What follows belongs to an exercise in optimizing a design on an open flow for small area; a production flow would make more cautious choices. Only simulation tests tie the RTL to the original design; equivalence was not proved. The flow treats the clock pin as an ideal source, which a real chip does not have.

### design.v
module fa(
    input wire a,
    input wire b,
    input wire c,
    output wire s,
    output wire co
    );
    assign s = a ^ b ^ c;
    assign co = (a & b) | (a & c) | (b & c);
endmodule
module ha(
    input wire a,
    input wire b,
    output wire s,
    output wire co
    );
    assign s = a ^ b;
    assign co = a & b;
endmodule
module top(
    input wire clk,
    input wire reset,
    input wire [7:0] next_in,
    output reg [7:0] f
    );
    reg [3:0] st;
    reg [7:0] r0, r1, r2, r3;
    wire pb = ~st[3] & st[2];
    wire pd = st[3] & ~st[2];
    wire [7:0] a = r0;
    wire [7:0] b = next_in;
    wire t0 = ~(~(a[0] & b[1])) & ~(~(a[1] & b[0]));
    wire t1, t2;
    fa ut1 (~(a[0] & b[2]), ~(a[1] & b[1]), ~(a[2] & b[0]), t1, t2);
    wire t3 = t0 & ~(t1);
    wire t4, t5;
    fa ut4 (~(a[0] & b[3]), ~(a[1] & b[2]), ~(a[2] & b[1]), t4, t5);
    wire t6, t7;
    fa ut6 (~(a[3] & b[0]), t2, t4, t6, t7);
    wire t8 = t3 & ~(t6);
    wire t9, t10;
    fa ut9 (~(a[0] & b[4]), ~(a[1] & b[3]), ~(a[2] & b[2]), t9, t10);
    wire t11, t12;
    fa ut11 (~(a[3] & b[1]), ~(a[4] & b[0]), t5, t11, t12);
    wire t13, t14;
    fa ut13 (t9, t7, t11, t13, t14);
    wire t15 = t8 & ~(t13);
    wire t16, t17;
    fa ut16 (~(a[0] & b[5]), ~(a[1] & b[4]), ~(a[2] & b[3]), t16, t17);
    wire t18, t19;
    fa ut18 (~(a[3] & b[2]), ~(a[4] & b[1]), ~(a[5] & b[0]), t18, t19);
    wire t20, t21;
    fa ut20 (t10, t16, t18, t20, t21);
    wire t22, t23;
    fa ut22 (t12, t20, t14, t22, t23);
    wire t24 = t15 & ~(t22);
    wire t25, t26;
    fa ut25 (~(a[0] & b[6]), ~(a[1] & b[5]), ~(a[2] & b[4]), t25, t26);
    wire t27, t28;
    fa ut27 (~(a[3] & b[3]), ~(a[4] & b[2]), ~(a[5] & b[1]), t27, t28);
    wire t29, t30;
    fa ut29 (~(a[6] & b[0]), t17, t19, t29, t30);
    wire t31, t32;
    fa ut31 (t25, t27, t21, t31, t32);
    wire t33, t34;
    fa ut33 (t29, t31, t23, t33, t34);
    wire t35 = t24 & ~(t33);
    wire t36, t37;
    fa ut36 (~(a[1] & b[6]), ~(a[2] & b[5]), ~(a[3] & b[4]), t36, t37);
    wire t38, t39;
    fa ut38 (~(a[4] & b[3]), ~(a[5] & b[2]), ~(a[6] & b[1]), t38, t39);
    wire t40, t41;
    fa ut40 ((a[7] & b[0]), (a[0] & b[7]), t26, t40, t41);
    wire t42, t43;
    fa ut42 (t28, t36, t38, t42, t43);
    wire t44, t45;
    fa ut44 (t30, t40, t42, t44, t45);
    wire t46, t47;
    fa ut46 (t32, t44, t34, t46, t47);
    wire t48 = t35 & ~(t46);
    wire t49, t50;
    fa ut49 (b[0], ~(a[2] & b[6]), ~(a[3] & b[5]), t49, t50);
    wire t51, t52;
    fa ut51 (~(a[4] & b[4]), ~(a[5] & b[3]), ~(a[6] & b[2]), t51, t52);
    wire t53, t54;
    fa ut53 ((a[7] & b[1]), (a[1] & b[7]), t37, t53, t54);
    wire t55, t56;
    fa ut55 (t39, t49, t51, t55, t56);
    wire t57, t58;
    fa ut57 (t41, t43, t53, t57, t58);
    wire t59, t60;
    fa ut59 (t55, t45, t57, t59, t60);
    wire t61 = ~(t48);
    wire t62, t63;
    fa ut62 (t59, t47, t61, t62, t63);
    wire t64, t65;
    fa ut64 (b[1], ~(a[3] & b[6]), ~(a[4] & b[5]), t64, t65);
    wire t66, t67;
    fa ut66 (~(a[5] & b[4]), ~(a[6] & b[3]), (a[7] & b[2]), t66, t67);
    wire t68, t69;
    fa ut68 ((a[2] & b[7]), t50, t52, t68, t69);
    wire t70, t71;
    fa ut70 (t64, t66, t54, t70, t71);
    wire t72, t73;
    fa ut72 (t56, t68, t58, t72, t73);
    wire t74, t75;
    fa ut74 (t70, t60, t72, t74, t75);
    wire t76 = t74 ^ t63;
    wire t77 = ~(t74) | ~(t63);
    wire t78, t79;
    fa ut78 (b[2], ~(a[4] & b[6]), ~(a[5] & b[5]), t78, t79);
    wire t80, t81;
    fa ut80 (~(a[6] & b[4]), (a[7] & b[3]), (a[3] & b[7]), t80, t81);
    wire t82, t83;
    fa ut82 (t65, t78, t67, t82, t83);
    wire t84, t85;
    fa ut84 (t80, t69, t82, t84, t85);
    wire t86, t87;
    fa ut86 (t71, t84, t73, t86, t87);
    wire t88 = ~(t77);
    wire t89, t90;
    fa ut89 (t75, t86, t88, t89, t90);
    wire t91, t92;
    fa ut91 (b[3], ~(a[5] & b[6]), ~(a[6] & b[5]), t91, t92);
    wire t93, t94;
    fa ut93 ((a[7] & b[4]), (a[4] & b[7]), t79, t93, t94);
    wire t95, t96;
    fa ut95 (t91, t81, t93, t95, t96);
    wire t97, t98;
    fa ut97 (t83, t95, t85, t97, t98);
    wire t99, t100;
    fa ut99 (t97, t87, t90, t99, t100);
    wire t101, t102;
    fa ut101 (b[4], ~(a[6] & b[6]), (a[7] & b[5]), t101, t102);
    wire t103, t104;
    fa ut103 ((a[5] & b[7]), t92, t101, t103, t104);
    wire t105, t106;
    fa ut105 (t94, t103, t96, t105, t106);
    wire t107, t108;
    fa ut107 (t105, t98, t100, t107, t108);
    wire t109, t110;
    fa ut109 (b[5], (a[7] & b[6]), (a[6] & b[7]), t109, t110);
    wire t111, t112;
    fa ut111 (t102, t109, t104, t111, t112);
    wire t113, t114;
    fa ut113 (t111, t106, t108, t113, t114);
    wire t115, t116;
    fa ut115 (b[6], ~(a[7] & b[7]), t110, t115, t116);
    wire t117, t118;
    fa ut117 (t115, t112, t114, t117, t118);
    wire t119 = b[7] ^ t116 ^ t118;
    wire [7:0] q = {t119, ~(t117), ~(t113), ~(t107), ~(t99), ~(t89), ~(t76), ~(t62)};
    wire [7:0] sc;
    wire [7:0] s;
    assign s[0] = r0[0] ^ next_in[0];
    assign sc[0] = r0[0] & next_in[0];
    genvar i;
    generate
        for (i = 1; i < 8; i = i + 1) begin : add
            assign s[i] = r0[i] ^ next_in[i] ^ sc[i-1];
            assign sc[i] = (r0[i] & next_in[i]) | (r0[i] & sc[i-1]) | (next_in[i] & sc[i-1]);
        end
    endgenerate
    wire [7:0] nx = pb ? q : pd ? s : next_in;
    always @(posedge clk) begin
        r0 <= r1;
        r1 <= r2;
        r2 <= r3;
        r3 <= nx;
    end
    always @(posedge clk or posedge reset)
        if (reset)
            st <= 4'b0000;
        else begin
            st[1:0] <= st[1:0] + 2'd1;
            if (&st[1:0])
                st[3:2] <= {st[3] ^ st[2], st[3] | ~st[2]};
        end
    wire fen = (st == 4'b1011) | (st[3:2] == 2'b11 && st[1:0] != 2'b11);
    always @(posedge clk or posedge reset)
        if (reset)
            f <= 8'd0;
        else if (fen)
            f <= r1;
endmodule
### run.sh
#!/bin/bash
# synth_recipe.tcl (not shown) runs the flow's synth.tcl, then flattens the netlist and writes it again
# the make line also repeats each setting of config.mk as NAME=value (left out here)
make -C /OpenROAD-flow-scripts/flow DESIGN_CONFIG=/design/flow/config.mk WORK_HOME=/design/flow/orfs CLKGATE_MAP_FILE= SYNTH_SCRIPT=/design/flow/synth_recipe.tcl finish
### config.mk
export PLATFORM = sky130hd
export DESIGN_NAME = top
export DESIGN_NICKNAME = top
export VERILOG_FILES = /design/flow/design.v
export SDC_FILE = /design/flow/constraint.sdc
export NUM_CORES = 4
export LEC_CHECK = 0
export CAP_MARGIN = 20
export CORE_MARGIN = 2
export CORE_UTILIZATION = 40
export CTS_BUF_LIST = sky130_fd_sc_hd__clkbuf_4
export SLEW_MARGIN = 20
export SYNTH_HIERARCHICAL = 1
export SYNTH_MINIMUM_KEEP_SIZE = 0
### constraint.sdc
create_clock -name core_clock -period 12.0 [get_ports {clk}]
set_input_delay 2.4000 -clock core_clock [delete_from_list [all_inputs] [get_ports {clk}]]
set_output_delay 2.4000 -clock core_clock [all_outputs]
set_load 0.01 [all_outputs]
==> results of run 1 <==
## final timing paths
check	startpoint	to	slack, ns	depth (start not counted)
min	r2[3]	r1[3]	0.34	0
min reg2reg	r2[3]	r1[3]	0.34	0
min in group asynchronous	reset	f[0]	2.35	2
max	next_in[3]	r3[7]	2.73	19
max in group asynchronous	reset	st[1]	9.34	2
max reg2reg	r0[1]	r3[7]	5.02	19
## logic make-up after synthesis
family                     Yosys count  share of synthesized area [%]
muxes                                9                          3.562
adders and majority gates           73                          46.78
and+or+nand+nor                     67                          10.77
buffers and inverters               14                          1.845
DFF                                 44                          32.27
AOI/OAI and AO/OA                   18                          3.863
xor gates and xnor gates             3                         0.9015
## cell usage in the layout (no fill, tap or decap)
master / synthesis / layout
dfrtp_1: 12 / 12
fa_1: 60 / 60
clkbuf_4: 0 / 6
a211oi_1: 8 / 8
a21oi_1: 9 / 9
or4_1: 2 / 2
xnor2_1: 3 / 3
mux2i_2: 1 / 1
mux2_2: 8 / 8
inv_1: 11 / 11
nand4_1: 1 / 1
clkinv_2: 0 / 1
clkdlybuf4s50_1: 0 / 17
nand2_1: 40 / 40
ha_1: 13 / 13
nor2_1: 3 / 3
nor2b_1: 7 / 7
and2_1: 14 / 14
bufinv_16: 0 / 1
a21o_1: 1 / 1
dfxtp_1: 32 / 32
## modules after synthesis (local to each module, per instance)
module / area, um^2 / flip-flops and latches / times used
fa: 20.02 / 0 / 54
top: 1834 / 44 / 1
## flip-flops by register name, summed over array words and instances, names as in the netlist
| register | count |
|---|---|
| r3 | 8 |
| r1 | 8 |
| r0 | 8 |
| f | 8 |
| r2 | 8 |
| st | 4 |
## layout make-up
| class | count | share of cell area, % |
|---|---|---|
| Sequential cell | 44 | 28.71 |
| Timing Repair Buffer | 17 | 5.193 |
| Tap cell | 99 | 3.780 |
| Clock inverter | 2 | 1.069 |
| Multi-Input combinational cell | 170 | 58.61 |
| Inverter | 11 | 1.260 |
| Clock buffer | 6 | 1.375 |
## synth_stat cells (all sizes together)
cell    count  area (um^2)
a211oi      8        60.06
a21o        1        7.510
a21oi       9        45.04
and2       14        87.58
buf         1        5.000
clkbuf      2        7.510
dfrtp      12        300.3
dfxtp      32        640.6
fa         60         1201
ha         13        162.7
inv        11        41.29
mux2        8        90.09
mux2i       1        13.76
nand2      40        150.1
nand4       1        6.260
nor2        3        11.26
nor2b       7        43.79
or4         2        15.01
xnor2       3        26.28
## through the flow
stage / setup WS (ns) / cell area (um^2) / utilization [%]
global placement: 2.493 / 3197 / 44.79
finish: 2.734 / 3277 / 45.92
CTS: 2.735 / 3277 / 45.92
detailed placement: 2.366 / 3197 / 44.79
floorplan: 3.508 / 2915 / -
global route: 2.530 / 3277 / 45.92
## metal layers
metal | GRT usage (%) | vias to the layer above
li1 | - | 766
met4 | 4.071 | 0
met2 | 25.32 | 34
met3 | 3.232 | 5
met1 | 20.68 | 888
met5 | 0 | -
==> out/metrics.csv, run 1 <==
stage;metric;value;unit
route;drt-total-wl;5.222;mm
synth;syn_area_per_cell;12.79;um^2
floorplan;initial_utilization;40.85;%
worst_setup_path;end_kind;flip-flop;
finish;num-nets-final;332;
global_routing;antenna_found_initial;0;
finish;regArea;940.9;um^2
clock_tree;cts_tree;done;
global_routing;grt_pass1_vias;1834;
route;ant_nets;0;
placed_design;io_buffer_count;17;
worst_setup_path;crit_buf_inv;1;
route;met3WireLength;220;um
worst_setup_path;cpPeakStageDelay;0.82;ns
clock_tree;clock-sinks;44;
timing;relSlewSlack;61.35;%
timing;skew;0.007005;ns
worst_hold_path;hold_path_class;flip-flop to flip-flop;
worst_setup_path;crit_fanout;11;
synth;ys_types;19;
clock_tree;clkLatencyLatePin;0.34;ns
timing;hold_slack;0.3352;ns
route;viasPerCell;4.851;
clock_tree;ctsResizeCount;0;
synth;synth_nets;311;
placed_design;gp_congestion;0.7638;
clock_tree;clkTransAtPathRegs;0.12;ns
global_routing;grt_max_degree;18;
worst_setup_path;critPathArrivalTime;9.52;ns
floorplan;ios;18;
floorplan;die-height;89.37;um
timing;fmax;0.1079;GHz
timing;fin_crit_sh;77.22;%
worst_setup_path;crit_slowest_cell;clkdlybuf4s50_1;
global_routing;grt_pass1_wl;8.997;mm
route;num_vias;1693;
finish;multi_input_area;1921;um^2
floorplan;core-area;7137;um^2
worst_setup_path;critical_path_class;primary input to flip-flop;
synth;synth_warnings;7;
clock_tree;clock_path_buffers;2;
synth;ys_seq_elements;44;
floorplan;placementRows;31;
finish;antenna_cells;0;
worst_setup_path;worst_ep_required_time;12.25;ns
route;route.detailed.drc;0;
job;cap_violations;0;
clock_tree;ctsHoldBuffers;0;
timing;rsz0062_at_grt;false;
global_routing;grt_util_all_layers;15.33;%
placed_design;hpwlAfterDp;4.012;mm
route;first_pass_iters;4;
route;wl_met2;2.719;mm
timing;setup_viol;0;
finish;final-instance-count-excl-fill;349;
synth;synthCells;228;
synth;syn_area;2915;um^2
route;wl_met1;2.252;mm
clock_tree;cts_made_buffers;5;
timing;tns;0;ns
placed_design;place_inst;341;
floorplan;dieWidth;89.37;um
finish;synthToLayoutAreaGrowth;12.40;%
route;routedWlPerCell;14.96;um
synth;ys_seq_area_share;32.27;%
worst_setup_path;start_kind;primary input;
timing;layout_min_cycle_time;9.266;ns
worst_setup_path;critPathMostFrequentCell;fa_1;
finish;nFillCells;684;
worst_setup_path;crit_chain;clkdlybuf4s50_1 > nand2_1 > fa_1 > fa_1 > fa_1 > fa_1 > fa_1 > fa_1 > or4_1 > fa_1 > ha_1 > fa_1 > fa_1 > fa_1 > fa_1 > fa_1 > xnor2_1 > xnor2_1 > a21o_1;
timing;worst_slew_pin_slew;0.5684;ns
floorplan;dieArea;7987;um^2
clock_tree;htreeDepth;2;
global_routing;grt.overflow.total;0;
clock_tree;root_buffer;clkbuf_4;
timing;hold_viol_final;0;
clock_tree;cts_setup_buffers;0;
timing;report.final.slew_viol_count;0;
outcome;status;finished clean;
worst_setup_path;critical-path-top-delay-family;adder cells;
route;top_layer;met4;
finish;drive_above_1_share;6.800;%
route;drtIter0Drc;82;
==> inputs of run 2 (changes only) <==
--- a/config.mk
+++ b/config.mk
@@ -9,5 +9,4 @@
 export CORE_MARGIN = 2
 export CORE_UTILIZATION = 40
-export CTS_BUF_LIST = sky130_fd_sc_hd__clkbuf_4
 export SLEW_MARGIN = 20
 export SYNTH_HIERARCHICAL = 1
==> run 2 against run 1 <==
- critical path depth did not move
- non-clock buffer count did not move
- largest cell class unchanged
- clock skew fell by 0.0020 ns
- die area did not move
- wire length fell by 1.1%
- sequential share of layout area fell by 0.24 points
- first-iteration DRC count fell by 9.8%
- global-route usage fell by 0.081 points
- via count fell by 0.35%
- critical endpoint unchanged
- clock-buffer cell count did not move
- register-to-register slack barely moved
==> out/metrics.csv, run 2 <==
stage;metric;value;unit;change
placed_design;gp_congestion;0.7638;;unchanged
timing;fin_crit_sh;77.66;%;was 77.22%
worst_setup_path;end_kind;flip-flop;;unchanged
finish;multi_input_area;1921;um^2;unchanged
route;ant_nets;0;;unchanged
worst_setup_path;start_kind;primary input;;unchanged
synth;synth_edf_count;0;;unchanged
finish;drive_above_1_share;6.400;%;was 6.800%
worst_setup_path;crit_chain;clkdlybuf4s50_1 > nand2_1 > fa_1 > fa_1 > fa_1 > fa_1 > fa_1 > fa_1 > or4_1 > fa_1 > ha_1 > fa_1 > fa_1 > fa_1 > fa_1 > fa_1 > xnor2_1 > xnor2_1 > a21o_1;;unchanged
finish;regArea;940.9;um^2;unchanged
finish;layout_common_cells;fa_1, nand2_1, dfxtp_1;;unchanged
synth;synthCells;228;;unchanged
finish;final-instance-count-excl-fill;349;;unchanged
route;first_pass_iters;4;;unchanged
route;drtIter0Drc;74;;was 82
timing;fin_ws;2.680;ns;was 2.734 ns
worst_setup_path;cpPeakStageDelay;0.81;ns;was 0.82 ns
floorplan;dieWidth;89.37;um;unchanged
global_routing;grt_pass1_wl;8.997;mm;unchanged
timing;layout_min_cycle_time;9.320;ns;was 9.266 ns
finish;nFillCells;681;;was 684
worst_setup_path;critical_path_class;primary input to flip-flop;;unchanged
timing;rsz0062_at_grt;false;;unchanged
synth;yosysTopAreaCell;fa_1;;unchanged
synth;ys_seq_area_share;32.27;%;unchanged
route;met3WireLength;200;um;was 220 um
outcome;status;finished clean;;unchanged
placed_design;dpl_cell_area;3197;um^2;unchanged
placed_design;hpwlAfterDp;4.012;mm;unchanged
job;cap_violations;0;;unchanged
worst_setup_path;critPathMostFrequentCell;fa_1;;unchanged
clock_tree;clkTransAtPathRegs;0.08;ns;was 0.12 ns
worst_hold_path;min_delay_path_depth;0;;unchanged
synth;synth_warnings;7;;unchanged
synth;netlist.area_leader.share;41.20;%;unchanged
finish;antenna_cells;0;;unchanged
timing;report.final.slew_viol_count;0;;unchanged
synth;yosysMostFrequentCell;fa_1;;unchanged
route;routedWlPerCell;14.80;um;was 14.96 um
placed_design;io_buffer_count;17;;unchanged
clock_tree;clock-sinks;44;;unchanged
route;num_vias;1687;;was 1693
route;top_layer;met4;;unchanged
floorplan;ios;18;;unchanged
synth;async_reset_ff_share;27.27;%;unchanged
clock_tree;cts_made_buffers;5;;unchanged
placed_design;dp_slack;2.366;ns;unchanged
worst_setup_path;crit_buf_inv;1;;unchanged
global_routing;grt_max_degree;18;;unchanged
clock_tree;root_buffer;clkbuf_8;;was clkbuf_4
finish;synthToLayoutAreaGrowth;13.35;%;was 12.40%
synth;synthTopCellsByCount;fa_1, nand2_1, dfxtp_1;;unchanged
clock_tree;ctsResizeCount;0;;unchanged
worst_setup_path;path_depth;19;;unchanged
worst_setup_path;crit_slowest_cell;clkdlybuf4s50_1;;unchanged
clock_tree;cts_tree;done;;unchanged
floorplan;placementRows;31;;unchanged
route;wl_met2;2.668;mm;was 2.719 mm
finish;fin_area;3304;um^2;was 3277 um^2
placed_design;place_inst;341;;unchanged
finish;num-nets-final;332;;unchanged
floorplan;initial_utilization;40.85;%;unchanged
route;route.detailed.drc;0;;unchanged
global_routing;antenna_found_initial;0;;unchanged
global_routing;grt_pass1_vias;1840;;was 1834
global_routing;grt.overflow.total;0;;unchanged
timing;fmax;0.1073;GHz;was 0.1079 GHz
clock_tree;htreeDepth;2;;unchanged
clock_tree;clkLatencyLatePin;0.28;ns;was 0.34 ns
synth;synth_nets;311;;unchanged
synth;syn_area;2915;um^2;unchanged
finish;final_common_cell;fa_1;;unchanged
floorplan;dieArea;7987;um^2;unchanged
worst_setup_path;critPathArrivalTime;9.51;ns;was 9.52 ns
floorplan;die-height;89.37;um;unchanged
worst_setup_path;reg2reg_depth;19;;unchanged
timing;relSlewSlack;61.49;%;was 61.35%
clock_tree;clock_path_buffers;2;;unchanged
floorplan;core-area;7137;um^2;unchanged
route;wl_met1;2.271;mm;was 2.252 mm
worst_setup_path;critical-path-top-delay-family;adder cells;;unchanged
synth;ys_types;19;;unchanged
route;viasPerCell;4.834;;was 4.851
route;drt-total-wl;5.166;mm;was 5.222 mm
timing;hold_viol_final;0;;unchanged
clock_tree;cts_setup_buffers;0;;unchanged
synth;synth_flop_cell;dfxtp_1;;unchanged
clock_tree;ctsHoldBuffers;0;;unchanged
worst_setup_path;crit_fanout;11;;unchanged
global_routing;grt_util_all_layers;15.25;%;was 15.33%
synth;synth_area_leaders;fa_1, dfxtp_1, dfrtp_1;;unchanged
timing;skew;0.005030;ns;was 0.007005 ns
finish;utilization;46.30;%;was 45.92%
timing;worst_slew_pin_slew;0.5665;ns;was 0.5684 ns
worst_setup_path;worst_ep_required_time;12.19;ns;was 12.25 ns
worst_hold_path;hold_path_class;flip-flop to flip-flop;;unchanged
synth;syn_area_per_cell;12.79;um^2;unchanged
timing;tns;0;ns;unchanged
timing;setup_viol;0;;unchanged
synth;ys_seq_elements;44;;unchanged
-- run 2: cell counts after synthesis --
No cell type changed its count.
-- run 2: per-stage QoR --
stage | hold slack (ns)
3_3_place_gp | 0.3099
4_1_cts | 0.3277
2_1_floorplan | 0.3096
5_1_grt | 0.3369
3_5_place_dp | 0.3136
6_report | 0.3268
-- run 2: Yosys stat by module, one instance, submodules excluded --
module | cells | flops+latches
top | 174 | 44
fa | 1 | 0
-- run 2: cells by family after synthesis --
kind of cell / synth area share [%]
muxes: 3.562
and+or+nand+nor: 10.77
xor gates and xnor gates: 0.9015
DFF: 32.27
adders and majority gates: 46.78
buffers and inverters: 1.845
AOI/OAI and AO/OA: 3.863
-- run 2: worst reg2reg max path: stages, from the launching register on --
cell	delay, ns
dfxtp_1	0.57
ha_1	0.22
inv_1	0.05
fa_1	0.41
fa_1	0.43
fa_1	0.43
fa_1	0.41
fa_1	0.39
fa_1	0.42
or4_1	0.55
fa_1	0.40
ha_1	0.22
fa_1	0.37
fa_1	0.39
fa_1	0.39
fa_1	0.39
fa_1	0.38
xnor2_1	0.15
xnor2_1	0.12
a21o_1	0.18
-- run 2: layout make-up --
cell class                      instances  area share [%]
Tap cell                               99           3.749
Sequential cell                        44           28.47
Timing Repair Buffer                   17           5.150
Multi-Input combinational cell        170           58.12
Inverter                               11           1.250
Clock buffer                            6           2.196
Clock inverter                          2           1.060
-- run 2: path summary, 6_finish.rpt --
| path | startpoint | to | slack (ns) |
|---|---|---|---|
| hold reg to reg | r2[3] | r1[3] | 0.33 |
| setup reg to reg | r0[1] | r3[7] | 5.03 |
| max in group asynchronous | reset | f[6] | 9.27 |
| min in group asynchronous | reset | f[0] | 2.41 |
| setup / recovery | next_in[3] | r3[7] | 2.68 |
| hold / removal | r2[3] | r1[3] | 0.33 |
-- run 2: layer usage --
metal | track usage, % | vias to the layer above
met5 | 0 | -
li1 | - | 765
met2 | 25.39 | 33
met3 | 3.232 | 5
met4 | 3.664 | 0
met1 | 20.55 | 884
==> inputs of run 3 (changes only) <==
==> flow/run.sh (new file) <==
#!/bin/bash
# The standard layout (standard.sh), with two changes:
#  - the port buffers are the smallest buffer (buf_1) instead of the
#    resizer's default pick;
#  - CTS uses clkbuf_4 for the root and leaf buffers and inserts no dummy
#    loads.
# Everything else (synthesis, floorplan, power grid, placement, routing)
# is the standard flow's. make's full output goes to standard.log; ORFS's
# per-step logs stay under orfs/logs/.
set -euo pipefail
export BUFFER_PORTS_ARGS="-buffer_cell sky130_fd_sc_hd__buf_1"
export CTS_ARGS="-sink_clustering_enable -repair_clock_nets -buf_list sky130_fd_sc_hd__clkbuf_4 -root_buf sky130_fd_sc_hd__clkbuf_4 -dont_use_dummy_load"
bash standard.sh > standard.log 2>&1
==> standard.sh (new file) <==
#!/bin/bash
# synth_recipe.tcl (not shown) runs the flow's synth.tcl, then flattens the netlist and writes it again
# the make line also repeats each setting of config.mk as NAME=value (left out here)
make -C /OpenROAD-flow-scripts/flow DESIGN_CONFIG=/design/flow/config.mk WORK_HOME=/design/flow/orfs CLKGATE_MAP_FILE= SYNTH_SCRIPT=/design/flow/synth_recipe.tcl "${@:-finish}"
removed: run.sh
==> run 3 against run 2 <==
- register-to-register slack better by 0.03 ns
- via count down 0.41%
- final cell count down 0.86%
- synthesized cell count is the same
- still clean on timing, DRC and antenna
- utilization is 2.5 points lower
==> out/metrics.csv, run 3 <==
stage;metric;value;unit;change
synth;synth_area_leaders;fa_1, dfxtp_1, dfrtp_1;;unchanged
worst_setup_path;crit_chain;buf_1 > ha_1 > inv_1 > fa_1 > fa_1 > fa_1 > fa_1 > fa_1 > fa_1 > or4_1 > fa_1 > ha_1 > fa_1 > fa_1 > fa_1 > fa_1 > fa_1 > xnor2_1 > xnor2_1 > a21o_1;;was clkdlybuf4s50_1 > nand2_1 > fa_1 > fa_1 > fa_1 > fa_1 > fa_1 > fa_1 > or4_1 > fa_1 > ha_1 > fa_1 > fa_1 > fa_1 > fa_1 > fa_1 > xnor2_1 > xnor2_1 > a21o_1
finish;layout_common_cells;fa_1, nand2_1, dfxtp_1;;unchanged
timing;relSlewSlack;54.18;%;was 61.49%
route;num_vias;1680;;was 1687
finish;synthToLayoutAreaGrowth;7.296;%;was 13.35%
route;drtIter0Drc;31;;was 74
timing;report.final.slew_viol_count;0;;unchanged
global_routing;grt_pass1_wl;8.887;mm;was 8.997 mm
synth;syn_area_per_cell;12.79;um^2;unchanged
timing;hold_slack;0.3304;ns;was 0.3268 ns
global_routing;grt_util_all_layers;15.26;%;was 15.25%
clock_tree;clkLatencyLatePin;0.34;ns;was 0.28 ns
placed_design;hpwlAfterDp;3.923;mm;was 4.012 mm
floorplan;die-height;89.37;um;unchanged
floorplan;initial_utilization;40.85;%;unchanged
worst_setup_path;critPathArrivalTime;9.17;ns;was 9.51 ns
floorplan;core-area;7137;um^2;unchanged
clock_tree;clock-sinks;44;;unchanged
worst_setup_path;start_kind;primary input;;unchanged
route;drt-total-wl;5.120;mm;was 5.166 mm
route;first_pass_iters;4;;unchanged
worst_setup_path;critical_path_class;primary input to flip-flop;;unchanged
global_routing;grt_max_degree;18;;unchanged
route;routedWlPerCell;14.80;um;about the same
worst_setup_path;end_kind;flip-flop;;unchanged
synth;synthCells;228;;unchanged
clock_tree;cts_made_buffers;5;;unchanged
worst_setup_path;cpPeakStageDelay;0.53;ns;was 0.81 ns
placed_design;io_buffer_count;17;;unchanged
worst_setup_path;crit_fanout;11;;unchanged
timing;fin_crit_sh;74.34;%;was 77.66%
job;cap_violations;0;;unchanged
floorplan;dieWidth;89.37;um;unchanged
synth;async_reset_ff_share;27.27;%;unchanged
clock_tree;clkTransAtPathRegs;0.12;ns;was 0.08 ns
clock_tree;cts_setup_buffers;0;;unchanged
finish;antenna_cells;0;;unchanged
timing;worst_slew_pin_slew;0.6873;ns;was 0.5665 ns
worst_hold_path;hold_path_class;flip-flop to flip-flop;;unchanged
global_routing;antenna_found_initial;0;;unchanged
finish;num-nets-final;332;;unchanged
worst_setup_path;crit_slowest_cell;or4_1;;was clkdlybuf4s50_1
worst_setup_path;critPathMostFrequentCell;fa_1;;unchanged
timing;tns;0;ns;unchanged
floorplan;dieArea;7987;um^2;unchanged
synth;synth_warnings;7;;unchanged
global_routing;grt_pass1_vias;1877;;was 1840
timing;hold_viol_final;0;;unchanged
timing;fmax;0.1121;GHz;was 0.1073 GHz
worst_setup_path;critical-path-top-delay-family;adder cells;;unchanged
worst_setup_path;worst_ep_required_time;12.25;ns;was 12.19 ns
timing;skew;0.02168;ns;was 0.005030 ns
finish;drive_above_1_share;5.668;%;was 6.400%
synth;yosysTopAreaCell;fa_1;;unchanged
finish;final_common_cell;fa_1;;unchanged
synth;ys_types;19;;unchanged
synth;synth_edf_count;0;;unchanged
timing;setup_viol;0;;unchanged
synth;ys_seq_area_share;32.27;%;unchanged
clock_tree;htreeDepth;2;;unchanged
clock_tree;cts_tree;done;;unchanged
route;viasPerCell;4.855;;was 4.834
global_routing;grt.overflow.total;0;;unchanged
synth;yosysMostFrequentCell;fa_1;;unchanged
floorplan;ios;18;;unchanged
synth;netlist.area_leader.share;41.20;%;unchanged
route;ant_nets;0;;unchanged
synth;synth_nets;311;;unchanged
clock_tree;ctsHoldBuffers;0;;unchanged
synth;ys_seq_elements;44;;unchanged
route;route.detailed.drc;0;;unchanged
clock_tree;ctsResizeCount;0;;unchanged
placed_design;gp_congestion;0.7898;;was 0.7638
synth;synth_flop_cell;dfxtp_1;;unchanged
floorplan;placementRows;31;;unchanged
timing;layout_min_cycle_time;8.921;ns;was 9.320 ns
outcome;status;finished clean;;unchanged
synth;syn_area;2915;um^2;unchanged
synth;synthTopCellsByCount;fa_1, nand2_1, dfxtp_1;;unchanged
clock_tree;clock_path_buffers;2;;unchanged
clock_tree;root_buffer;clkbuf_4;;was clkbuf_8
finish;utilization;43.83;%;was 46.30%
worst_setup_path;crit_buf_inv;2;;was 1
timing;rsz0062_at_grt;false;;unchanged
==> run 3: cell types whose count changed in the layout (fill, tap and decap cells not counted), sizes merged <==
cell,delta
clkbuf,-1
clkdlybuf4s50,-17
clkinv,-1
bufinv,-1
buf,+17
==> run 3: path summary, 6_finish.rpt <==
check	to	slack [ns]	cells after the start	start
worst max-delay path	r3[7]	3.08	20	next_in[1]
worst min-delay path	r1[3]	0.33	0	r2[3]
worst max register to register	r3[7]	5.06	19	r0[1]
worst min register to register	r1[3]	0.33	0	r2[3]
max in group asynchronous	f[5]	9.65	2	reset
min in group asynchronous	f[0]	2.02	2	reset
==> run 3: stage by stage <==
stage / worst slack, ns / std cells / cell area [um^2]
after floorplan: 3.508 / 228 / 2915
after global placement: 2.784 / 341 / 3090
after detailed placement: 2.690 / 341 / 3090
after CTS: 3.070 / 346 / 3128
after global routing: 2.863 / 346 / 3128
final: 3.079 / 346 / 3128
==> run 3: worst register-to-register path: stages (launching register included) <==
cell     delay [ns]
dfxtp_1        0.59
ha_1           0.22
inv_1          0.05
fa_1           0.42
fa_1           0.43
fa_1           0.41
fa_1           0.39
fa_1           0.39
fa_1           0.44
or4_1          0.53
fa_1           0.38
ha_1           0.22
fa_1           0.38
fa_1           0.39
fa_1           0.39
fa_1           0.39
fa_1           0.39
xnor2_1        0.15
xnor2_1        0.13
a21o_1         0.19
==> run 3: area by class of cell <==
cell class	count	area [um^2]
Fill cell	696	4009
Timing Repair Buffer	17	63.81
Inverter	11	41.29
Sequential cell	44	940.9
Clock buffer	5	37.54
Tap cell	99	123.9
Multi-Input combinational cell	170	1921
==> run 3: cells by family (layout without fill, tap and decap cells) <==
kind of cell,after synthesis,in the layout,share of synthesized area [%]
DFF,44,44,32.27
buffers and inverters,14,33,1.845
xor gates and xnor gates,3,3,0.9015
AOI/OAI and AO/OA,18,18,3.863
muxes,9,9,3.562
and+or+nand+nor,67,67,10.77
adders and majority gates,73,73,46.78
==> run 3: modules after synthesis, one instance, submodules excluded <==
module,cells,times used
top,174,1
fa,1,54
==> run 3: metal layers <==
metal	wire (um)	vias up	global-route usage [%]	share of wire, %
met2	2633	33	26.20	51
met3	195	5	3.970	3.8
met1	2269	877	19.41	44
met5	0	-	0	0
met4	22	0	3.664	0.43
li1	-	765	-	-
==> inputs of run 4 (changes only) <==
--- a/design.v
+++ b/design.v
@@ -153,14 +153,15 @@
     wire [7:0] sc;
     wire [7:0] s;
-    assign s[0] = r0[0] ^ next_in[0];
-    assign sc[0] = r0[0] & next_in[0];
+    wire [7:0] m = r0 & {8{pd}};
+    ha sa0 (m[0], next_in[0], s[0], sc[0]);
     genvar i;
     generate
-        for (i = 1; i < 8; i = i + 1) begin : add
-            assign s[i] = r0[i] ^ next_in[i] ^ sc[i-1];
-            assign sc[i] = (r0[i] & next_in[i]) | (r0[i] & sc[i-1]) | (next_in[i] & sc[i-1]);
+        for (i = 1; i < 7; i = i + 1) begin : add
+            fa sa (m[i], next_in[i], sc[i-1], s[i], sc[i]);
         end
     endgenerate
-    wire [7:0] nx = pb ? q : pd ? s : next_in;
+    assign s[7] = m[7] ^ next_in[7] ^ sc[6];
+    assign sc[7] = 1'b0;
+    wire [7:0] nx = pb ? q : s;
     always @(posedge clk) begin
         r0 <= r1;
@@ -169,13 +170,15 @@
         r3 <= nx;
     end
+    wire c = st[1] & st[0];
     always @(posedge clk or posedge reset)
         if (reset)
             st <= 4'b0000;
         else begin
-            st[1:0] <= st[1:0] + 2'd1;
-            if (&st[1:0])
-                st[3:2] <= {st[3] ^ st[2], st[3] | ~st[2]};
+            st[0] <= ~st[0];
+            st[1] <= st[1] ^ st[0];
+            st[2] <= st[2] ^ (c & ~(st[2] & st[3]));
+            st[3] <= st[3] ^ (c & st[2]);
         end
-    wire fen = (st == 4'b1011) | (st[3:2] == 2'b11 && st[1:0] != 2'b11);
+    wire fen = st[3] & (st[2] ^ c);
     always @(posedge clk or posedge reset)
         if (reset)
==> run 4 against run 3 <==
- highest routed layer unchanged
- still clean
- maximum frequency up 2.4%
- critical path depth unchanged
- wire length down 0.76%
- register-to-register slack better by 0.25 ns
- final cell count down 2.0%
- die area down 1.2%
- critical path type unchanged
- worst hold slack worse by 0.041 ns
- non-clock buffer count unchanged
==> out/metrics.csv, run 4 <==
stage;metric;value;unit;change
global_routing;grt_pass1_vias;1806;;was 1877
finish;fin_area;3043;um^2;was 3128 um^2
global_routing;antenna_found_initial;0;;unchanged
synth;netlist.area_leader.share;41.72;%;was 41.20%
job;cap_violations;0;;unchanged
synth;synth_warnings;7;;unchanged
timing;hold_viol_final;0;;unchanged
synth;synth_edf_count;0;;unchanged
worst_setup_path;critPathArrivalTime;8.93;ns;was 9.17 ns
outcome;status;finished clean;;unchanged
clock_tree;cts_setup_buffers;0;;unchanged
worst_setup_path;critical_path_class;primary input to flip-flop;;unchanged
route;drt-total-wl;5.081;mm;was 5.120 mm
finish;antenna_cells;0;;unchanged
synth;synthCells;234;;was 228
worst_setup_path;crit_fanout;10;;was 11
global_routing;grt_pass1_wl;8.983;mm;was 8.887 mm
worst_setup_path;reg2reg_slack;5.31;ns;was 5.06 ns
worst_setup_path;end_kind;flip-flop;;unchanged
synth;yosysMostFrequentCell;fa_1;;unchanged
timing;skew;0.03519;ns;was 0.02168 ns
worst_hold_path;min_delay_path_depth;0;;unchanged
clock_tree;ctsResizeCount;0;;unchanged
synth;synth_area_leaders;fa_1, dfxtp_1, dfrtp_1;;unchanged
worst_setup_path;critPathMostFrequentCell;fa_1;;unchanged
worst_setup_path;cp-startpoint;next_in[3];;was next_in[1]
clock_tree;clock_path_buffers;2;;unchanged
synth;synth_flop_cell;dfxtp_1;;unchanged
floorplan;dieWidth;88.84;um;was 89.37 um
finish;num-nets-final;319;;was 332
timing;fmax;0.1148;GHz;was 0.1121 GHz
timing;layout_min_cycle_time;8.714;ns;was 8.921 ns
worst_setup_path;reg2reg_to;r3[7];;unchanged
synth;ys_seq_elements;44;;unchanged
route;first_pass_iters;5;;was 4
finish;final_common_cell;fa_1;;unchanged
route;route.detailed.drc;0;;unchanged
placed_design;gp_congestion;0.7592;;was 0.7898
clock_tree;ctsHoldBuffers;0;;unchanged
route;viasPerCell;4.858;;was 4.855
worst_setup_path;crit_chain;buf_1 > nand2_1 > fa_1 > fa_1 > fa_1 > fa_1 > fa_1 > fa_1 > nor3_1 > nand4b_1 > fa_1 > ha_1 > fa_1 > fa_1 > fa_1 > fa_1 > fa_1 > xnor2_1 > mux2i_1 > nand4_1;;was buf_1 > ha_1 > inv_1 > fa_1 > fa_1 > fa_1 > fa_1 > fa_1 > fa_1 > or4_1 > fa_1 > ha_1 > fa_1 > fa_1 > fa_1 > fa_1 > fa_1 > xnor2_1 > xnor2_1 > a21o_1
placed_design;io_buffer_count;17;;unchanged
route;ant_nets;0;;unchanged
worst_setup_path;reg2reg_depth;19;;unchanged
worst_setup_path;crit_slowest_cell;fa_1;;was or4_1
finish;layout_common_cells;fa_1, nand2_1, dfxtp_1;;unchanged
worst_setup_path;cpPeakStageDelay;0.53;ns;about the same
worst_setup_path;start_kind;primary input;;unchanged
worst_setup_path;r2r-start;r0[0];;was r0[1]
route;routedWlPerCell;14.99;um;was 14.80 um
timing;tns;0;ns;unchanged
clock_tree;cts_made_buffers;5;;unchanged
worst_hold_path;hold_path_class;flip-flop to flip-flop;;unchanged
route;num_vias;1647;;was 1680
synth;yosysTopAreaCell;fa_1;;unchanged
clock_tree;cts_tree;done;;unchanged
floorplan;die-height;88.84;um;was 89.37 um
finish;nFillCells;655;;was 696
global_routing;grt.overflow.total;0;;unchanged
synth;ys_seq_area_share;32.68;%;was 32.27%
clock_tree;clkLatencyLatePin;0.34;ns;about the same
timing;report.final.slew_viol_count;0;;unchanged
route;drtIter0Drc;61;;was 31
clock_tree;clkTransAtPathRegs;0.12;ns;about the same
synth;synth_nets;308;;was 311
worst_setup_path;worst_ep_required_time;12.21;ns;was 12.25 ns
global_routing;grt_max_degree;16;;was 18
finish;synthToLayoutAreaGrowth;5.693;%;was 7.296%
timing;rsz0062_at_grt;false;;unchanged
synth;syn_area_per_cell;12.30;um^2;was 12.79 um^2
floorplan;core-area;6869;um^2;was 7137 um^2
timing;relSlewSlack;55.87;%;was 54.18%
synth;syn_area;2879;um^2;was 2915 um^2
timing;fin_crit_sh;72.62;%;was 74.34%
placed_design;dpl_cell_area;3005;um^2;was 3090 um^2
synth;async_reset_ff_share;27.27;%;unchanged
floorplan;ios;18;;unchanged
finish;drive_above_1_share;9.053;%;was 5.668%
timing;setup_viol;0;;unchanged
global_routing;grt_util_all_layers;15.40;%;was 15.26%
clock_tree;root_buffer;clkbuf_4;;unchanged
clock_tree;clock-sinks;44;;unchanged
clock_tree;htreeDepth;2;;unchanged
synth;ys_types;29;;was 19
floorplan;placementRows;30;;was 31
synth;synthTopCellsByCount;fa_1, nand2_1, dfxtp_1;;unchanged
floorplan;dieArea;7893;um^2;was 7987 um^2
worst_hold_path;min-delay-start;r3[4];;was r2[3]
floorplan;initial_utilization;41.91;%;was 40.85%
timing;worst_slew_pin_slew;0.6620;ns;was 0.6873 ns
placed_design;hpwlAfterDp;4.099;mm;was 3.923 mm
worst_hold_path;holdPathEnd;r2[4];;was r1[3]
run 4: worst max path at each step:
stage               cells after the start  endpoint
global placement                       20     r3[7]
detailed placement                     20     r3[7]
CTS                                    20     r3[7]
finish                                 20     r3[7]
global route                           20     r3[7]
floorplan                              20     r3[7]
run 4: cells by family after synthesis:
logic type               after synthesis  share of synthesized area [%]
buffers and inverters                 15                          2.260
XOR/XNOR                               2                         0.6085
AND/OR/NAND/NOR                       89                          15.30
multiplexers                          10                          3.868
flip-flops                            44                          32.68
adder cells (fa/ha/maj)               64                          43.46
AO/OA/AOI/OAI                         10                          1.825
run 4: layer usage:
metal | up-vias | track usage, % | share of wire [%]
li1 | 750 | - | -
met1 | 866 | 21.92 | 46
met2 | 29 | 24.69 | 50
met3 | 2 | 3.078 | 3.3
met4 | 0 | 3.306 | 0.49
met5 | - | 0 | 0
run 4: cell type report:
type                            count  area [um^2]  area share, %
Clock buffer                        5        37.54          1.234
Tap cell                           96        120.1          3.947
Inverter                            2        7.507         0.2467
Multi-Input combinational cell    175         1873          61.55
Sequential cell                    44        940.9          30.92
Timing Repair Buffer               17        63.81          2.097
run 4: per-module statistics from Yosys, one instance, submodules excluded:
module  copies in the design  flops+latches  cells  cell area, um^2
ha                         1              0      1            12.51
fa                        60              0      1            20.02
top                        1             44    173             1665
run 4: per-stage QoR:
stage | worst slack [ns] | std cells | util, % | hold WS [ns]
6_report | 3.286 | 339 | 44.30 | 0.2892
5_1_grt | 3.033 | 339 | 44.30 | 0.2925
4_1_cts | 3.299 | 339 | 44.30 | 0.2929
3_5_place_dp | 2.932 | 334 | 43.75 | 0.3121
3_3_place_gp | 3.059 | 334 | 43.75 | 0.3118
2_1_floorplan | 3.493 | 234 | - | 0.3096
run 4: worst max-delay path, delay by kind of cell:
kind | cells | cell delay, ns
buffers and inverters | 1 | 0.45
XOR/XNOR | 1 | 0.18
multiplexers | 1 | 0.19
adder cells (fa/ha/maj) | 13 | 5.13
AND/OR/NAND/NOR | 4 | 0.57
==> inputs of run 5 (changes only) <==
--- a/design.v
+++ b/design.v
@@ -18,4 +18,21 @@
     assign co = a & b;
 endmodule
+module selq(
+    input wire seln,
+    input wire qn,
+    input wire s,
+    output wire y
+    );
+    assign y = (~qn & ~seln) | (s & seln);
+endmodule
+module hold(
+    input wire en,
+    input wire enb,
+    input wire d,
+    input wire q,
+    output wire y
+    );
+    assign y = (en & d) | (enb & q);
+endmodule
 module top(
     input wire clk,
@@ -27,5 +44,5 @@
     reg [7:0] r0, r1, r2, r3;
     wire pb = ~st[3] & st[2];
-    wire pd = st[3] & ~st[2];
+    wire pd = st[3] & st[2];
     wire [7:0] a = r0;
     wire [7:0] b = next_in;
@@ -149,6 +166,7 @@
     wire t117, t118;
     fa ut117 (t115, t112, t114, t117, t118);
-    wire t119 = b[7] ^ t116 ^ t118;
-    wire [7:0] q = {t119, ~(t117), ~(t113), ~(t107), ~(t99), ~(t89), ~(t76), ~(t62)};
+    wire t119, t120;
+    fa ut119 (b[7], t116, t118, t119, t120);
+    wire [7:0] qn = ~{t119, ~(t117), ~(t113), ~(t107), ~(t99), ~(t89), ~(t76), ~(t62)};
     wire [7:0] sc;
     wire [7:0] s;
@@ -161,7 +179,12 @@
         end
     endgenerate
-    assign s[7] = m[7] ^ next_in[7] ^ sc[6];
-    assign sc[7] = 1'b0;
-    wire [7:0] nx = pb ? q : s;
+    fa sa7 (m[7], next_in[7], sc[6], s[7], sc[7]);
+    wire pbn = ~pb;
+    wire [7:0] nx;
+    generate
+        for (i = 0; i < 8; i = i + 1) begin : sel
+            selq u (pbn, qn[i], s[i], nx[i]);
+        end
+    endgenerate
     always @(posedge clk) begin
         r0 <= r1;
@@ -170,19 +193,26 @@
         r3 <= nx;
     end
-    wire c = st[1] & st[0];
+    wire c = st[1] & ~st[0];
     always @(posedge clk or posedge reset)
         if (reset)
             st <= 4'b0000;
         else begin
-            st[0] <= ~st[0];
-            st[1] <= st[1] ^ st[0];
-            st[2] <= st[2] ^ (c & ~(st[2] & st[3]));
-            st[3] <= st[3] ^ (c & st[2]);
-        end
-    wire fen = st[3] & (st[2] ^ c);
+            st[0] <= ~st[1];
+            st[1] <= st[0];
+            st[2] <= c ? ~(st[3] & st[2]) : st[2];
+            st[3] <= c ? st[2] : st[3];
+        end
+    wire fen = st[3] & ~(st[2] ^ c);
+    wire fenb = ~fen;
+    wire [7:0] fd;
+    generate
+        for (i = 0; i < 8; i = i + 1) begin : fh
+            hold u (fen, fenb, r1[i], f[i], fd[i]);
+        end
+    endgenerate
     always @(posedge clk or posedge reset)
         if (reset)
             f <= 8'd0;
-        else if (fen)
-            f <= r1;
-endmodule
+        else
+            f <= fd;
+endmodule
==> flow/run.sh (replaced) <==
#!/bin/bash
# The standard layout (standard.sh), with these changes:
#  - the port buffers are the smallest buffer (buf_1) instead of the
#    resizer's default pick;
#  - CTS inserts no dummy loads, and after CTS flow/post_cts.tcl resizes
#    its buffers: a clkbuf_2 root, and clkbuf_8 leaves for leaves driving
#    more than 10 flip-flops, clkbuf_4 for the others.
# Everything else (synthesis, floorplan, power grid, placement, routing)
# is the standard flow's. make's full output goes to standard.log; ORFS's
# per-step logs stay under orfs/logs/.
set -euo pipefail
export BUFFER_PORTS_ARGS="-buffer_cell sky130_fd_sc_hd__buf_1"
export CTS_ARGS="-sink_clustering_enable -repair_clock_nets -buf_list sky130_fd_sc_hd__clkbuf_4 -root_buf sky130_fd_sc_hd__clkbuf_4 -dont_use_dummy_load"
export POST_CTS_TCL="$PWD/flow/post_cts.tcl"
export CTS_ROOT_CELL=sky130_fd_sc_hd__clkbuf_2
export CTS_LEAF_BIG=sky130_fd_sc_hd__clkbuf_8
export CTS_LEAF_SMALL=sky130_fd_sc_hd__clkbuf_4
export CTS_LEAF_SPLIT=10
bash standard.sh > standard.log 2>&1
==> flow/post_cts.tcl (new file) <==
# Resize the clock tree that CTS built: the root buffer becomes
# $::env(CTS_ROOT_CELL); each leaf buffer becomes $::env(CTS_LEAF_BIG) if
# it drives more than $::env(CTS_LEAF_SPLIT) sinks, else
# $::env(CTS_LEAF_SMALL). The tree's shape and placement stay as CTS made
# them.
set block [ord::get_db_block]
set db [ord::get_db]
set clk_net [$block findNet clk]
set root ""
foreach it [$clk_net getITerms] {
  if { [$it isInputSignal] } { set root [$it getInst] }
}
if { $root eq "" } { error "post_cts: no clock root buffer" }
set root_out ""
foreach it [$root getITerms] {
  if { [$it isOutputSignal] } { set root_out [$it getNet] }
}
foreach it [$root_out getITerms] {
  if { ![$it isInputSignal] } { continue }
  set leaf [$it getInst]
  if { ![string match "sky130_fd_sc_hd__clkbuf_*" [[$leaf getMaster] getName]] } { continue }
  set n 0
  foreach lt [$leaf getITerms] {
    if { [$lt isOutputSignal] } {
      foreach st [[$lt getNet] getITerms] {
        if { [$st isInputSignal] } { incr n }
      }
    }
  }
  if { $n > $::env(CTS_LEAF_SPLIT) } { set cell $::env(CTS_LEAF_BIG) } else { set cell $::env(CTS_LEAF_SMALL) }
  $leaf swapMaster [$db findMaster $cell]
  puts "post_cts: leaf [$leaf getName] drives $n sinks: $cell"
}
$root swapMaster [$db findMaster $::env(CTS_ROOT_CELL)]
puts "post_cts: root [$root getName]: $::env(CTS_ROOT_CELL)"
detailed_placement
check_placement -verbose
estimate_parasitics -placement
==> run 5 against run 4 <==
- global-route usage rose by 0.16 points
- area after synthesis fell by 2.1%
- clock-buffer cell count stayed put
- maximum frequency is 0.74% lower
- sequential cell count is the same
- critical path type unchanged
- largest cell class unchanged
- highest routed layer unchanged
==> out/metrics.csv, run 5 <==
stage;metric;value;unit;change
timing;hold_viol_final;0;;unchanged
worst_setup_path;reg2reg_depth;19;;unchanged
route;wl_met1;2.410;mm;was 2.334 mm
worst_setup_path;critPathArrivalTime;9.05;ns;was 8.93 ns
job;cap_violations;0;;unchanged
timing;fin_crit_sh;73.15;%;was 72.62%
route;top_layer;met4;;unchanged
global_routing;grt_max_degree;17;;was 16
timing;setup_viol;0;;unchanged
timing;skew;0.02676;ns;was 0.03519 ns
finish;fin_area;3010;um^2;was 3043 um^2
worst_setup_path;critical_path_class;primary input to flip-flop;;unchanged
worst_setup_path;crit_chain;buf_1 > nand2_1 > fa_1 > fa_1 > fa_1 > fa_1 > fa_1 > fa_1 > nor3_2 > nand4b_1 > fa_1 > ha_1 > fa_1 > fa_1 > fa_1 > fa_1 > fa_1 > fa_1 > inv_1 > o21ai_1;;was buf_1 > nand2_1 > fa_1 > fa_1 > fa_1 > fa_1 > fa_1 > fa_1 > nor3_1 > nand4b_1 > fa_1 > ha_1 > fa_1 > fa_1 > fa_1 > fa_1 > fa_1 > xnor2_1 > mux2i_1 > nand4_1
route;drtIter0Drc;38;;was 61
route;drt-total-wl;5.224;mm;was 5.081 mm
timing;report.final.slew_viol_count;0;;unchanged
global_routing;grt_pass1_vias;1860;;was 1806
floorplan;die-height;87.95;um;was 88.84 um
placed_design;io_buffer_count;17;;unchanged
route;ant_nets;0;;unchanged
finish;final-instance-count-excl-fill;334;;was 339
floorplan;initial_utilization;41.49;%;was 41.91%
worst_hold_path;min-delay-start;r2[5];;was r3[4]
synth;synthTopCellsByCount;fa_1, nand2_1, dfxtp_1;;unchanged
worst_setup_path;path_depth;20;;unchanged
floorplan;dieArea;7735;um^2;was 7893 um^2
route;routedWlPerCell;15.64;um;was 14.99 um
worst_setup_path;endpoint;r3[7];;unchanged
global_routing;antenna_found_initial;0;;unchanged
worst_setup_path;end_kind;flip-flop;;unchanged
synth;synth_flop_cell;dfxtp_1;;unchanged
finish;layout_common_cells;fa_1, nand2_1, dfxtp_1;;unchanged
placed_design;hpwlAfterDp;3.988;mm;was 4.099 mm
timing;fmax;0.1139;GHz;was 0.1148 GHz
synth;netlist.area_leader.share;44.03;%;was 41.72%
worst_setup_path;reg2reg_to;r3[7];;unchanged
worst_setup_path;crit_buf_inv;2;;was 1
synth;synthCells;224;;was 234
placed_design;dp_slack;2.841;ns;was 2.932 ns
clock_tree;cts_tree;done;;unchanged
outcome;status;finished clean;;unchanged
synth;yosysMostFrequentCell;fa_1;;unchanged
worst_hold_path;hold_path_class;flip-flop to flip-flop;;unchanged
synth;syn_area_per_cell;12.58;um^2;was 12.30 um^2
worst_setup_path;cpPeakStageDelay;0.51;ns;was 0.53 ns
placed_design;dpl_cell_area;2963;um^2;was 3005 um^2
synth;syn_area;2819;um^2;was 2879 um^2
route;wl_met2;2.622;mm;was 2.551 mm
worst_setup_path;crit_slowest_cell;fa_1;;unchanged
floorplan;ios;18;;unchanged
finish;final_common_cell;fa_1;;unchanged
worst_setup_path;critical-path-top-delay-family;adder cells;;unchanged
worst_setup_path;reg2reg_slack;5.24;ns;was 5.31 ns
synth;synth_warnings;7;;unchanged
timing;layout_min_cycle_time;8.779;ns;was 8.714 ns
finish;synthToLayoutAreaGrowth;6.791;%;was 5.693%
placed_design;place_inst;329;;was 334
worst_setup_path;start_kind;primary input;;unchanged
route;viasPerCell;4.877;;was 4.858
finish;num-nets-final;314;;was 319
route;first_pass_iters;4;;was 5
synth;async_reset_ff_share;27.27;%;unchanged
floorplan;core-area;6794;um^2;was 6869 um^2
worst_setup_path;cp-startpoint;next_in[3];;unchanged
synth;yosysTopAreaCell;fa_1;;unchanged
worst_setup_path;worst_ep_required_time;12.27;ns;was 12.21 ns
route;route.detailed.drc;0;;unchanged
placed_design;gp_congestion;0.7750;;was 0.7592
finish;drive_above_1_share;4.622;%;was 9.053%
global_routing;grt.overflow.total;0;;unchanged
floorplan;placementRows;30;;unchanged
synth;synth_area_leaders;fa_1, dfxtp_1, dfrtp_1;;unchanged
timing;fin_ws;3.221;ns;was 3.286 ns
timing;relSlewSlack;57.70;%;was 55.87%
floorplan;dieWidth;87.95;um;was 88.84 um
worst_setup_path;critPathMostFrequentCell;fa_1;;unchanged
timing;tns;0;ns;unchanged
synth;ys_seq_elements;44;;unchanged
synth;ys_seq_area_share;33.38;%;was 32.68%
timing;rsz0062_at_grt;false;;unchanged
worst_setup_path;r2r-start;r0[0];;unchanged
global_routing;grt_pass1_wl;9.073;mm;was 8.983 mm
route;met3WireLength;155;um;was 169 um
clock_tree;clkLatencyLatePin;0.35;ns;was 0.34 ns
clock_tree;clock-sinks;44;;unchanged
worst_setup_path;crit_fanout;10;;unchanged
synth;synth_edf_count;0;;unchanged
synth;ys_types;22;;was 29
clock_tree;clkTransAtPathRegs;0.10;ns;was 0.12 ns
global_routing;grt_util_all_layers;15.56;%;was 15.40%
finish;antenna_cells;0;;unchanged
route;num_vias;1629;;was 1647
synth;synth_nets;298;;was 308
timing;worst_slew_pin_slew;0.6346;ns;was 0.6620 ns
-- run 5: changes by cell type in the layout (fill, tap and decap cells not counted), sizes merged, moves of 6 or more --
cell / before / now
mux2: 9 / 1
and3: 1 / 9
a22o: 0 / 8
and2: 21 / 15
-- run 5: cell type report --
class,count,area (um^2)
Clock buffer,5,47.55
Fill cell,632,3784
Multi-Input combinational cell,169,1827
Timing Repair Buffer,17,63.81
Sequential cell,44,940.9
Tap cell,96,120.1
Inverter,3,11.26
-- run 5: Yosys stat by module (local to each module, per instance) --
module,copies in the design,cell area [um^2]
ha,1,12.51
selq,8,8.758
top,1,1425
hold,8,8.758
fa,62,20.02
-- run 5: stage by stage --
stage | hold WS (ns) | util, %
final | 0.3178 | 44.31
after floorplan | 0.3096 | -
after global routing | 0.3375 | 44.31
after detailed placement | 0.3121 | 43.61
after global placement | 0.3099 | 43.61
-- run 5: routing by layer --
| layer | vias to the layer above | GRT usage [%] |
|---|---|---|
| li1 | 739 | - |
| met1 | 860 | 21.17 |
| met2 | 26 | 26.52 |
| met3 | 4 | 2.074 |
| met4 | 0 | 4.056 |
| met5 | - | 0 |
-- run 5: how the worst min path moves through the flow --
stage / endpoint / slack [ns] / cells after the start
floorplan: r1[0] / 0.31 / 0
global placement: r1[6] / 0.31 / 0
detailed placement: r1[7] / 0.31 / 0
global route: r1[6] / 0.34 / 0
finish: r1[5] / 0.32 / 0
-- run 5: cells by family after synthesis --
logic type      share of synthesized area, %
fa+ha+maj                              44.92
buf+inv                                1.819
compound gates                         4.350
mux                                   0.5325
flops                                  33.38
simple gates                           15.00

==> separate check: timing with driven ports <==
The flow's constraints put no driver on any port. The routed layouts listed below were extracted and timed again, unchanged, in two steps. Step 1, drivers: a clkbuf_16 drives clk and a buf_2 each remaining input, both assumed. Step 2 adds t to the input delays and takes it off the output delays; t is the mean of the earliest and latest rising clock arrival at the registers after step 1. Input paths then give back, and output paths get back, about the clock's delay inside the block. Slacks: ideal ports / drivers / drivers and shift; pairs: ideal ports / drivers.
run | shift t [ns] | setup slack, ns | worst register clock-pin slew, ns
run 1 | 0.360 | 2.734 / 2.727 / 2.367 | 0.12 / 0.12
run 2 | 0.305 | 2.680 / 2.676 / 2.371 | 0.08 / 0.08
run 3 | 0.351 | 3.079 / 3.076 / 2.725 | 0.12 / 0.12
run 4 | 0.344 | 3.286 / 3.286 / 2.943 | 0.12 / 0.12
run 5 | 0.363 | 3.221 / 3.221 / 2.858 | 0.10 / 0.10
After both steps every run listed still meets setup and hold. The setup slack of run 1, which loses most, moves by -0.007 ns with the drivers and by -0.367 ns with both steps.
